Source: an optimization exercise on an open RTL-to-GDS flow (aim: small area and a short achievable clock period). Production flows keep margins and buffers that such runs may drop. At most, simulation tests tie the RTL to the original design; equivalence was not proved. The flow treats the clock pin as an ideal source. Dropping or thinning the clock tree relies on that and would not hold on a real chip. Power figures rest on the tool's default switching activity, not on a simulated workload.

Design alu128_top, start of the top module:
module alu128_top(
    input  logic         clk,
    input  logic [127:0] op1,
    input  logic [127:0] op2,
    input  logic [2:0]   opsel,
    input  logic         mode,
    output logic [127:0] result
    );
    logic [127:0] op1_q;
    logic [127:0] op2_q;
    logic [2:0]   opsel_q;
    logic         mode_q;
    logic [127:0] result_d;
    always_ff @(posedge clk) begin
        op1_q   <= op1;
        op2_q   <= op2;
        opsel_q <= opsel;
        mode_q  <= mode;
        result  <= result_d;
    end
    midterm128bit ALU (
        .op1(op1_q),
        .op2(op2_q),
        .opsel(opsel_q),
        .mode(mode_q),
        .result(result_d)
    );
endmodule
==> module alu_and2, before the edit <==
module alu_and2(input logic a, input logic b, output logic y);
    assign y = a & b;
endmodule
==> module midterm1bit, before the edit <==
module midterm1bit #(parameter int ODD = 0) (
    input  logic a, b, cin, t0, t1, t2, t3, kg,
    output logic r, cout, p, ag
    );
    alu_mux4 pm(.s1(a), .s0(b), .a0(t0), .a1(t1), .a2(t2), .a3(t3), .y(p));
    if (ODD == 0) begin : e
        alu_and2  gg(.a(a), .b(kg), .y(ag));                       
        alu_mux2i ch(.s(p), .a0(ag), .a1(cin), .y(cout));         
        alu_xor2  rs(.a(p), .b(cin), .y(r));                       
    end else begin : o
        alu_nand2 gg(.a(a), .b(kg), .y(ag));                       
        alu_mux2i ch(.s(p), .a0(ag), .a1(cin), .y(cout));         
        alu_xnor2 rs(.a(p), .b(cin), .y(r));                       
    end
endmodule
==> module alu_ctrl, before the edit <==
module alu_ctrl(
    input  logic [2:0] opsel,
    input  logic       mode,
    output logic [3:0] t,
    output logic       kg, cin
    );
    always_comb begin
        kg = 1'b1; cin = 1'b0;
        if (!mode) begin
            case (opsel)
                3'b001: t = 4'b1001;                        
                3'b011: begin t = 4'b1001; cin = 1'b1; end  
                3'b010, 3'b100: t = 4'b1100;                
                3'b101: t = 4'b0011;                        
                default: t = 4'b0110;                       
            endcase
        end else begin
            kg = 1'b0;
            case (opsel)
                3'b000: t = 4'b1000;                        
                3'b001: t = 4'b1110;                        
                3'b010: t = 4'b0110;                        
                3'b011: t = 4'b0011;                        
                default: begin t = 4'b0000; kg = 1'b1; end  
            endcase
        end
    end
endmodule
==> module midterm128bit, before the edit <==
module midterm128bit(
    input  logic [127:0] op1,
    input  logic [127:0] op2,
    input  logic [2:0]   opsel,
    input  logic         mode,
    output logic [127:0] result
    );
    localparam int NF = 12;
    logic [3:0] t0, t1;
    logic [1:0] kg, cin;
    alu_ctrl C0(.opsel(opsel), .mode(mode), .t(t0), .kg(kg[0]), .cin(cin[0]));
    alu_ctrl C1(.opsel(opsel), .mode(mode), .t(t1), .kg(kg[1]), .cin(cin[1]));
    localparam int NB = 2;
    localparam logic [8*NB-1:0] BS = {8'd66, 8'd28};
    localparam logic [8*NB-1:0] BE = {8'd92, 8'd52};
    logic [128:0] c;      
    logic [127:0] ci;     
    logic [127:0] p, ag;
    logic [NB-1:0] cs;    
    assign c[0] = cin[0];
    genvar i, k;
    for (i = 0; i < 128; i++) begin : bit_
        logic [3:0] t;
        assign t = (i < NF) ? t0 : t1;
        if (i == BE[7:0]) begin : sk0
            assign ci[i] = cs[0];
        end else if (i == BE[15:8]) begin : sk1
            assign ci[i] = cs[1];
        end else begin : rp
            assign ci[i] = c[i];
        end
        midterm1bit #(.ODD(i % 2)) M(
            .a(op1[i]), .b(op2[i]), .cin(ci[i]),
            .t0(t[0]), .t1(t[1]), .t2(t[2]), .t3(t[3]),
            .kg(kg[i < NF ? 0 : 1]),
            .r(result[i]), .cout(c[i+1]), .p(p[i]), .ag(ag[i]));
    end
    for (k = 0; k < NB; k++) begin : blk
        localparam int S = BS[8*k +: 8], E = BE[8*k +: 8];
        logic [E:S+1] z;
        logic allp;
        alu_zstart z0(.p(p[S]), .a(ag[S]), .yn(z[S+1]));
        for (i = S + 1; i < E; i++) begin : zc
            alu_mux2i zk(.s(p[i]), .a0(ag[i]), .a1(z[i]), .y(z[i+1]));
        end
        alu_and_reduce #(.N(E - S)) ap(.a(p[E-1:S]), .y(allp));
        alu_skip sk(.z(z[E]), .allp(allp), .c(ci[S]), .cout(cs[k]));
    end
endmodule
export LEC_CHECK = 0
export CAP_MARGIN = 20
export CORE_MARGIN = 2
export CORE_UTILIZATION = 60
export PLACE_DENSITY = 0.7
export SLEW_MARGIN = 20
export SYNTH_HIERARCHICAL = 1
create_clock -name core_clock -period 80.0 [get_ports {clk}]
standard.sh (not shown) runs the stock make flow with config.mk's settings and CLKGATE_MAP_FILE= SYNTH_SCRIPT=/design/flow/synth_recipe.tcl, a recipe that flattens the netlist after the stock synthesis.
==> flow/flow/run.sh <==
#!/bin/bash
# Layout flow: the standard ORFS flow (standard.sh) with
#  - the I/O port buffers made the smallest buffer, sky130_fd_sc_hd__buf_1;
#  - a clock tree of larger clusters and without dummy loads;
#  - after clock tree synthesis, the tree's root buffer taken out when it
#    drives only a few clock buffers, so that the clock port drives them.
set -euo pipefail
cd "$(dirname "$0")/.."
export BUFFER_PORTS_ARGS="-buffer_cell sky130_fd_sc_hd__buf_1"
export CTS_ARGS="-sink_clustering_enable -repair_clock_nets -dont_use_dummy_load -sink_clustering_size 32 -sink_clustering_max_diameter 80"
export POST_CTS_TCL="$PWD/flow/clock_root.tcl"
bash standard.sh > orfs_make.log 2>&1
==> flow/flow/clock_root.tcl <==
proc remove_clock_root {} {
  set block [ord::get_db_block]
  set clk_net [$block findNet clk]
  set loads {}
  foreach it [$clk_net getITerms] {
    if {[$it isInputSignal]} { lappend loads [$it getInst] }
  }
  if {[llength $loads] != 1} { puts "remove_clock_root: clock port has [llength $loads] loads, left as is"; return }
  set root [lindex $loads 0]
  if {![string match "*clkbuf*" [[$root getMaster] getName]]} { return }
  set rnet [[$root findITerm X] getNet]
  set below {}
  foreach it [$rnet getITerms] {
    if {[$it isInputSignal]} { lappend below $it }
  }
  if {[llength $below] > 4} { puts "remove_clock_root: root drives [llength $below] cells, left as is"; return }
  foreach it $below {
    if {![string match "*clkbuf*" [[[$it getInst] getMaster] getName]]} { puts "remove_clock_root: root drives a non-buffer, left as is"; return }
  }
  foreach it $below { $it disconnect; $it connect $clk_net }
  [$root findITerm A] disconnect
  [$root findITerm X] disconnect
  odb::dbInst_destroy $root
  odb::dbNet_destroy $rnet
  puts "remove_clock_root: clock port now drives [llength $below] clock buffers"
}
remove_clock_root
==> next run, changes <==
--- a/flow/design.v
+++ b/flow/design.v
@@ -69,32 +69,32 @@
 module alu_and_reduce #(parameter int N = 2) (input logic [N-1:0] a, output logic y);
     assign y = &a;
 endmodule
-module alu_and2(input logic a, input logic b, output logic y);
-    assign y = a & b;
-endmodule
 module midterm1bit #(parameter int ODD = 0) (
-    input  logic a, b, cin, t0, t1, t2, t3, kg,
-    output logic r, cout, p, ag
+    input  logic a, b, cin, t0, t1, t2, t3, kc,
+    output logic r, cout, p, ad
     );
     alu_mux4 pm(.s1(a), .s0(b), .a0(t0), .a1(t1), .a2(t2), .a3(t3), .y(p));
     if (ODD == 0) begin : e
-        alu_and2  gg(.a(a), .b(kg), .y(ag));                       
-        alu_mux2i ch(.s(p), .a0(ag), .a1(cin), .y(cout));         
-        alu_xor2  rs(.a(p), .b(cin), .y(r));                       
+        logic vn;
+        alu_mux2i ch(.s(p), .a0(a), .a1(cin), .y(cout));          
+        alu_nand2 vv(.a(cin), .b(kc), .y(vn));                     
+        alu_xnor2 rs(.a(p), .b(vn), .y(r));                        
     end else begin : o
-        alu_nand2 gg(.a(a), .b(kg), .y(ag));                       
-        alu_mux2i ch(.s(p), .a0(ag), .a1(cin), .y(cout));         
-        alu_xnor2 rs(.a(p), .b(cin), .y(r));                       
+        logic v;
+        alu_inv   ai(.a(a), .y(ad));                               
+        alu_mux2i ch(.s(p), .a0(ad), .a1(cin), .y(cout));         
+        alu_nor2  vv(.a(cin), .b(kc), .y(v));                      
+        alu_xor2  rs(.a(p), .b(v), .y(r));                         
     end
 endmodule
 module alu_ctrl(
     input  logic [2:0] opsel,
     input  logic       mode,
     output logic [3:0] t,
-    output logic       kg, cin
+    output logic       kc, kcn, cin
     );
     always_comb begin
-        kg = 1'b1; cin = 1'b0;
+        kc = 1'b1; cin = 1'b0;
         if (!mode) begin
             case (opsel)
                 3'b001: t = 4'b1001;                        
@@ -104,16 +104,17 @@
                 default: t = 4'b0110;                       
             endcase
         end else begin
-            kg = 1'b0;
+            kc = 1'b0;
             case (opsel)
                 3'b000: t = 4'b1000;                        
                 3'b001: t = 4'b1110;                        
                 3'b010: t = 4'b0110;                        
                 3'b011: t = 4'b0011;                        
-                default: begin t = 4'b0000; kg = 1'b1; end  
+                default: begin t = 4'b0000; kc = 1'b1; end  
             endcase
         end
     end
+    assign kcn = ~kc;
 endmodule
 module midterm128bit(
     input  logic [127:0] op1,
@@ -124,15 +125,15 @@
     );
     localparam int NF = 12;
     logic [3:0] t0, t1;
-    logic [1:0] kg, cin;
-    alu_ctrl C0(.opsel(opsel), .mode(mode), .t(t0), .kg(kg[0]), .cin(cin[0]));
-    alu_ctrl C1(.opsel(opsel), .mode(mode), .t(t1), .kg(kg[1]), .cin(cin[1]));
+    logic [1:0] kc, kcn, cin;
+    alu_ctrl C0(.opsel(opsel), .mode(mode), .t(t0), .kc(kc[0]), .kcn(kcn[0]), .cin(cin[0]));
+    alu_ctrl C1(.opsel(opsel), .mode(mode), .t(t1), .kc(kc[1]), .kcn(kcn[1]), .cin(cin[1]));
     localparam int NB = 2;
     localparam logic [8*NB-1:0] BS = {8'd66, 8'd28};
     localparam logic [8*NB-1:0] BE = {8'd92, 8'd52};
     logic [128:0] c;      
     logic [127:0] ci;     
-    logic [127:0] p, ag;
+    logic [127:0] p, ad;
     logic [NB-1:0] cs;    
     assign c[0] = cin[0];
     genvar i, k;
@@ -149,16 +150,16 @@
         midterm1bit #(.ODD(i % 2)) M(
             .a(op1[i]), .b(op2[i]), .cin(ci[i]),
             .t0(t[0]), .t1(t[1]), .t2(t[2]), .t3(t[3]),
-            .kg(kg[i < NF ? 0 : 1]),
-            .r(result[i]), .cout(c[i+1]), .p(p[i]), .ag(ag[i]));
+            .kc((i % 2) ? kcn[i < NF ? 0 : 1] : kc[i < NF ? 0 : 1]),
+            .r(result[i]), .cout(c[i+1]), .p(p[i]), .ad(ad[i]));
     end
     for (k = 0; k < NB; k++) begin : blk
         localparam int S = BS[8*k +: 8], E = BE[8*k +: 8];
         logic [E:S+1] z;
         logic allp;
-        alu_zstart z0(.p(p[S]), .a(ag[S]), .yn(z[S+1]));
+        alu_zstart z0(.p(p[S]), .a(op1[S]), .yn(z[S+1]));
         for (i = S + 1; i < E; i++) begin : zc
-            alu_mux2i zk(.s(p[i]), .a0(ag[i]), .a1(z[i]), .y(z[i+1]));
+            alu_mux2i zk(.s(p[i]), .a0((i % 2) ? ad[i] : op1[i]), .a1(z[i]), .y(z[i+1]));
         end
         alu_and_reduce #(.N(E - S)) ap(.a(p[E-1:S]), .y(allp));
         alu_skip sk(.z(z[E]), .allp(allp), .c(ci[S]), .cout(cs[k]));
- total power rose by 0.45%
- wire length rose by 6.1%
- hold slack is better by 0.033 ns
- clock power rose by about 2%
- sequential power stays flat
- count of clock-buffer cells in the layout is unchanged
- sequential share of layout area fell by 0.21 points
- non-clock buffer count fell by 1
- worst setup slack is better by 0.76 ns
Function not checked in the first run of this note: the RTL went through the layout flow alone.

static timing again, ports no longer ideal:
The results above use ideal ports. As a check the final layouts listed here were re-extracted and re-timed, cells and wires unchanged. Step 1 assumes that a clkbuf_16 drives the clock port and a buf_2 every other input. Step 2 adds t to the input delays and takes it off the output delays; t is the mean of the earliest and latest rising clock arrival at the registers after step 1. Input paths then give back, and output paths get back, about the clock's delay inside the block. Three values: no drivers, after step 1, after step 2; two values: the first two.
run | shift t [ns] | setup WS [ns] | worst setup path after step 2 | slew at the worst register clock pin (ns) | worst slew at a driven data input, ns
the first run | 0.428 | 62.288 / 62.288 / 62.288 | register to register | 0.12 / 0.12 | 0.09
the second run | 0.427 | 63.051 / 62.991 / 63.418 | register to output | 0.12 / 0.12 | 0.12
After both steps setup and hold are still met in every run listed.
